From an optimization exercise on the open Yosys and OpenROAD flow, aimed at small area; shortcuts taken in it are not production practice. In this exercise RTL edits were held to simulation tests only and were not proved equivalent to the original.

==> flow/design.v (excerpt) <==
module top(
    input  wire         clk_i,
    input  wire         rstn_i,
    input  wire         start_i,
    input  wire [31:0]  vector_x_i,
    input  wire [31:0]  quant_w_i,
    output wire         done_o,
    output wire [31:0]  dout_o
);
Size: about 1200 cells after synthesis, about 97 flip-flops, about 100 I/O pins, about 14000 um^2 of cells after synthesis.
Settings: LEC_CHECK=0, CAP_MARGIN=20, CORE_MARGIN=2, CORE_UTILIZATION=40, CTS_BUF_LIST=sky130_fd_sc_hd__clkbuf_4 sky130_fd_sc_hd__clkbuf_8, SLEW_MARGIN=20, SYNTH_HIERARCHICAL=1, SYNTH_MINIMUM_KEEP_SIZE=0; clock period 33.0 ns.
standard.sh (not shown) runs the stock make flow with config.mk's settings and CLKGATE_MAP_FILE= SYNTH_SCRIPT=/design/flow/synth_recipe.tcl, a recipe that flattens the netlist after the stock synthesis.
==> flow/flow/run.sh <==
#!/bin/bash
# The standard layout (standard.sh, unchanged synthesis), with one difference:
# the port buffers that global placement inserts are buf_1 cells.
set -euo pipefail
bash standard.sh 'BUFFER_PORTS_ARGS=-buffer_cell sky130_fd_sc_hd__buf_1' finish > flow.log 2>&1
Next try:
==> flow/flow/run.sh (replaced) <==
#!/bin/bash
# The standard layout (standard.sh, unchanged synthesis), with two differences:
# the port buffers that global placement inserts are buf_1 cells, and clock tree
# synthesis adds no dummy loads.
set -euo pipefail
bash standard.sh 'BUFFER_PORTS_ARGS=-buffer_cell sky130_fd_sc_hd__buf_1' \
  'CTS_ARGS=-sink_clustering_enable -repair_clock_nets -buf_list {sky130_fd_sc_hd__clkbuf_4 sky130_fd_sc_hd__clkbuf_8} -dont_use_dummy_load' \
  finish > flow.log 2>&1
- CORE_UTILIZATION: 40 -> 65
- CTS_BUF_LIST: sky130_fd_sc_hd__clkbuf_4 sky130_fd_sc_hd__clkbuf_8 -> unset
- PLACE_DENSITY: unset -> 0.75
After rerunning: Worst setup slack loses 0.025 ns; critical path depth is unchanged; non-clock buffer count does not change; count of clock-buffer cells in the layout does not change; global-route usage increases by 11 points; cell area came out lower by 2.1%; synthesized area is unchanged; utilization rose by 26 points; first-iteration DRC count climbs by about 11%; wire length came out lower by about 6%.

========
Another version of the RTL of top (not shown whole).
Size in the first run: ~1200 cells after synthesis, roughly 97 flip-flops, about 100 I/O pins, about 14000 um2 of cells after synthesis.
export LEC_CHECK = 0
export CAP_MARGIN = 20
export CORE_MARGIN = 2
export CORE_UTILIZATION = 40
export CTS_BUF_LIST = sky130_fd_sc_hd__clkbuf_4 sky130_fd_sc_hd__clkbuf_8
export SLEW_MARGIN = 20
export SYNTH_HIERARCHICAL = 1
export SYNTH_MINIMUM_KEEP_SIZE = 0
create_clock -name core_clock -period 33.0 [get_ports {clk_i}]
==> flow/flow/run.sh <==
#!/bin/bash
# The standard layout (standard.sh, unchanged synthesis), with one difference:
# the port buffers that global placement inserts are buf_1 cells.
set -euo pipefail
bash standard.sh 'BUFFER_PORTS_ARGS=-buffer_cell sky130_fd_sc_hd__buf_1' finish > flow.log 2>&1
The starting point went through all stages and came out clean.
Edit:
Settings changed: CTS_BUF_LIST sky130_fd_sc_hd__clkbuf_4 sky130_fd_sc_hd__clkbuf_8 to sky130_fd_sc_hd__clkbuf_8.
The new run went through all stages and came out clean.
Worst setup slack gets better by 0.012 ns.
Synthesized area does not change.
First-iteration DRC count went up by about 7%.

========
Setup of job 7250:
RTL: one of the versions met above, not the one the previous note started from.
For scale: about 1200 cells after synthesis, roughly 100 I/O pins, about 0.014 mm^2 of cells after synthesis.
==> flow/design.v (excerpt) <==
module top(
    input  wire         clk_i,
    input  wire         rstn_i,
    input  wire         start_i,
    input  wire [31:0]  vector_x_i,
    input  wire [31:0]  quant_w_i,
    output wire         done_o,
    output wire [31:0]  dout_o
);
reg [4:0] cnt;
always @(posedge clk_i or negedge rstn_i) begin
    if (!rstn_i)           cnt <= 5'd0;
    else if (cnt == 5'd0)  cnt <= {4'd0, start_i};
    else if (cnt == 5'd17) cnt <= 5'd0;
    else                   cnt <= cnt + 5'd1;
end
wire [7:0] q;
wire qen = (cnt == 5'd0) ? start_i : (cnt <= 5'd8);
Quantize quantize_inst (.din_i(vector_x_i), .en_i(qen), .q_o(q));
reg [7:0] q1, q2;
always @(posedge clk_i) begin
    q1 <= q;
    q2 <= q1;
end
wire clr = (cnt == 5'd2);
wire [7:0] w0 = quant_w_i[31:24], w1 = quant_w_i[23:16], w2 = quant_w_i[15:8], w3 = quant_w_i[7:0];
reg [18:0] acc0, acc1, acc2, acc3;
wire [8:0] qx = {q2, 1'b0};
wire bo0 = qx[1] ^ qx[0], bo1 = qx[3] ^ qx[2], bo2 = qx[5] ^ qx[4], bo3 = qx[7] ^ qx[6];
wire bt0 = (qx[2] & ~qx[1] & ~qx[0]) | (~qx[2] & qx[1] & qx[0]);
wire bt1 = (qx[4] & ~qx[3] & ~qx[2]) | (~qx[4] & qx[3] & qx[2]);
wire bt2 = (qx[6] & ~qx[5] & ~qx[4]) | (~qx[6] & qx[5] & qx[4]);
wire bt3 = (qx[8] & ~qx[7] & ~qx[6]) | (~qx[8] & qx[7] & qx[6]);
wire bn0 = qx[2] & ~(qx[1] & qx[0]), bn1 = qx[4] & ~(qx[3] & qx[2]);
wire bn2 = qx[6] & ~(qx[5] & qx[4]), bn3 = qx[8] & ~(qx[7] & qx[6]);
wire [18:0] a0 = clr ? 19'd272888 : acc0;
wire [18:0] v0 = acc0 ^ 19'd11768;    
wire [18:0] a1 = clr ? 19'd230136 : acc1;
wire [18:0] v1 = acc1 ^ 19'd11768;    
wire [18:0] a2 = clr ? 19'd227320 : acc2;
wire [18:0] v2 = acc2 ^ 19'd11768;    
wire [18:0] a3 = clr ? 19'd207096 : acc3;
  ...
==> flow/config.mk <==
export PLATFORM = sky130hd
export DESIGN_NAME = top
export DESIGN_NICKNAME = top
export VERILOG_FILES = /design/flow/design.v
export SDC_FILE = /design/flow/constraint.sdc
export NUM_CORES = 4
export LEC_CHECK = 0
export CAP_MARGIN = 20
export CORE_MARGIN = 2
export CORE_UTILIZATION = 40
export CTS_BUF_LIST = sky130_fd_sc_hd__clkbuf_4 sky130_fd_sc_hd__clkbuf_8
export SLEW_MARGIN = 20
export SYNTH_HIERARCHICAL = 1
export SYNTH_MINIMUM_KEEP_SIZE = 0
==> flow/constraint.sdc <==
create_clock -name core_clock -period 33.0 [get_ports {clk_i}]
set_input_delay 6.6000 -clock core_clock [delete_from_list [all_inputs] [get_ports {clk_i}]]
set_output_delay 6.6000 -clock core_clock [all_outputs]
set_load 0.01 [all_outputs]
==> flow/flow/run.sh <==
#!/bin/bash
# The standard layout (standard.sh, unchanged synthesis), with three differences:
# the port buffers that global placement inserts are buf_1 cells, cells on paths with
# slack to spare are sized down after global placement (flow/recover.tcl), and clock
# tree synthesis adds no dummy loads.
set -euo pipefail
bash standard.sh 'BUFFER_PORTS_ARGS=-buffer_cell sky130_fd_sc_hd__buf_1' \
  "POST_GLOBAL_PLACE_TCL=$PWD/flow/recover.tcl" \
  'CTS_ARGS=-sink_clustering_enable -repair_clock_nets -buf_list {sky130_fd_sc_hd__clkbuf_4 sky130_fd_sc_hd__clkbuf_8} -dont_use_dummy_load' \
  finish > flow.log 2>&1
==> flow/flow/recover.tcl <==
# After global placement: size down cells on paths with slack to spare
# (repair_timing's power recovery), before repair_design and detailed placement.
repair_timing -recover_power 100 -verbose
The flow did not stop early for job 7250: all stages ran, and the layout cleared the timing, design-rule and antenna checks.
Modified inputs, job 2450 compared to job 7250
==> flow/flow/run.sh <==
#!/bin/bash
# The standard layout (standard.sh, unchanged synthesis), with two differences:
# the port buffers that global placement inserts are buf_1 cells, and clock tree
# synthesis adds no dummy loads.
set -euo pipefail
bash standard.sh 'BUFFER_PORTS_ARGS=-buffer_cell sky130_fd_sc_hd__buf_1' \
  'CTS_ARGS=-sink_clustering_enable -repair_clock_nets -buf_list {sky130_fd_sc_hd__clkbuf_4 sky130_fd_sc_hd__clkbuf_8} -dont_use_dummy_load' \
  finish > flow.log 2>&1
removed: flow/flow/recover.tcl
[summary]
Comparing job 2450 with job 7250, the summed area of non-filler cells in the final layout came out essentially unchanged.
| area fraction in compound gates after synthesis | job 7250 vs job 2450 | ≈ equal |
Job 2450 and job 7250 ended up with nearly the same worst stage delay on the critical path.
In terms of share of the core filled with cells in the final layout, job 2450 and job 7250 differ only marginally.

afterwards: timing with drivers on the ports:
How much do the figures lean on ideal ports? The routed layouts below were timed once more, with nothing changed but the port constraints.
Step 1: set_driving_cell puts a clkbuf_16 on clk_i and a buf_2 on each other input, an assumption about the parent block.
Step 2 adds t to the input delays and takes it off the output delays; t is the mean of the earliest and latest rising clock arrival at the registers after step 1. Input paths then give back, and output paths get back, about the clock's delay inside the block.
Three values: no drivers, after step 1, after step 2; two values: the first two.
run	shift t [ns]	setup WS [ns]	worst hold slack (ns)	worst setup path at the end
the first run of note 1	0.426	5.637 / 5.655 / 5.229	0.333 / 0.333 / 0.333	input to register
the second run of note 1	0.406	5.612 / 5.626 / 5.220	0.332 / 0.332 / 0.332	input to register
the first run of note 2	0.432	5.608 / 5.626 / 5.193	0.332 / 0.332 / 0.332	input to register
the second run of note 2	0.432	5.620 / 5.638 / 5.206	0.331 / 0.331 / 0.331	input to register
job 7250	0.402	5.610 / 5.621 / 5.219	0.308 / 0.308 / 0.308	input to register
job 2450	0.411	5.626 / 5.644 / 5.233	0.333 / 0.333 / 0.333	input to register
After both steps setup and hold are still met in every run listed. The setup slack of the first run of note 2, which loses most, moves by +0.018 ns with the drivers and by -0.415 ns with both steps.
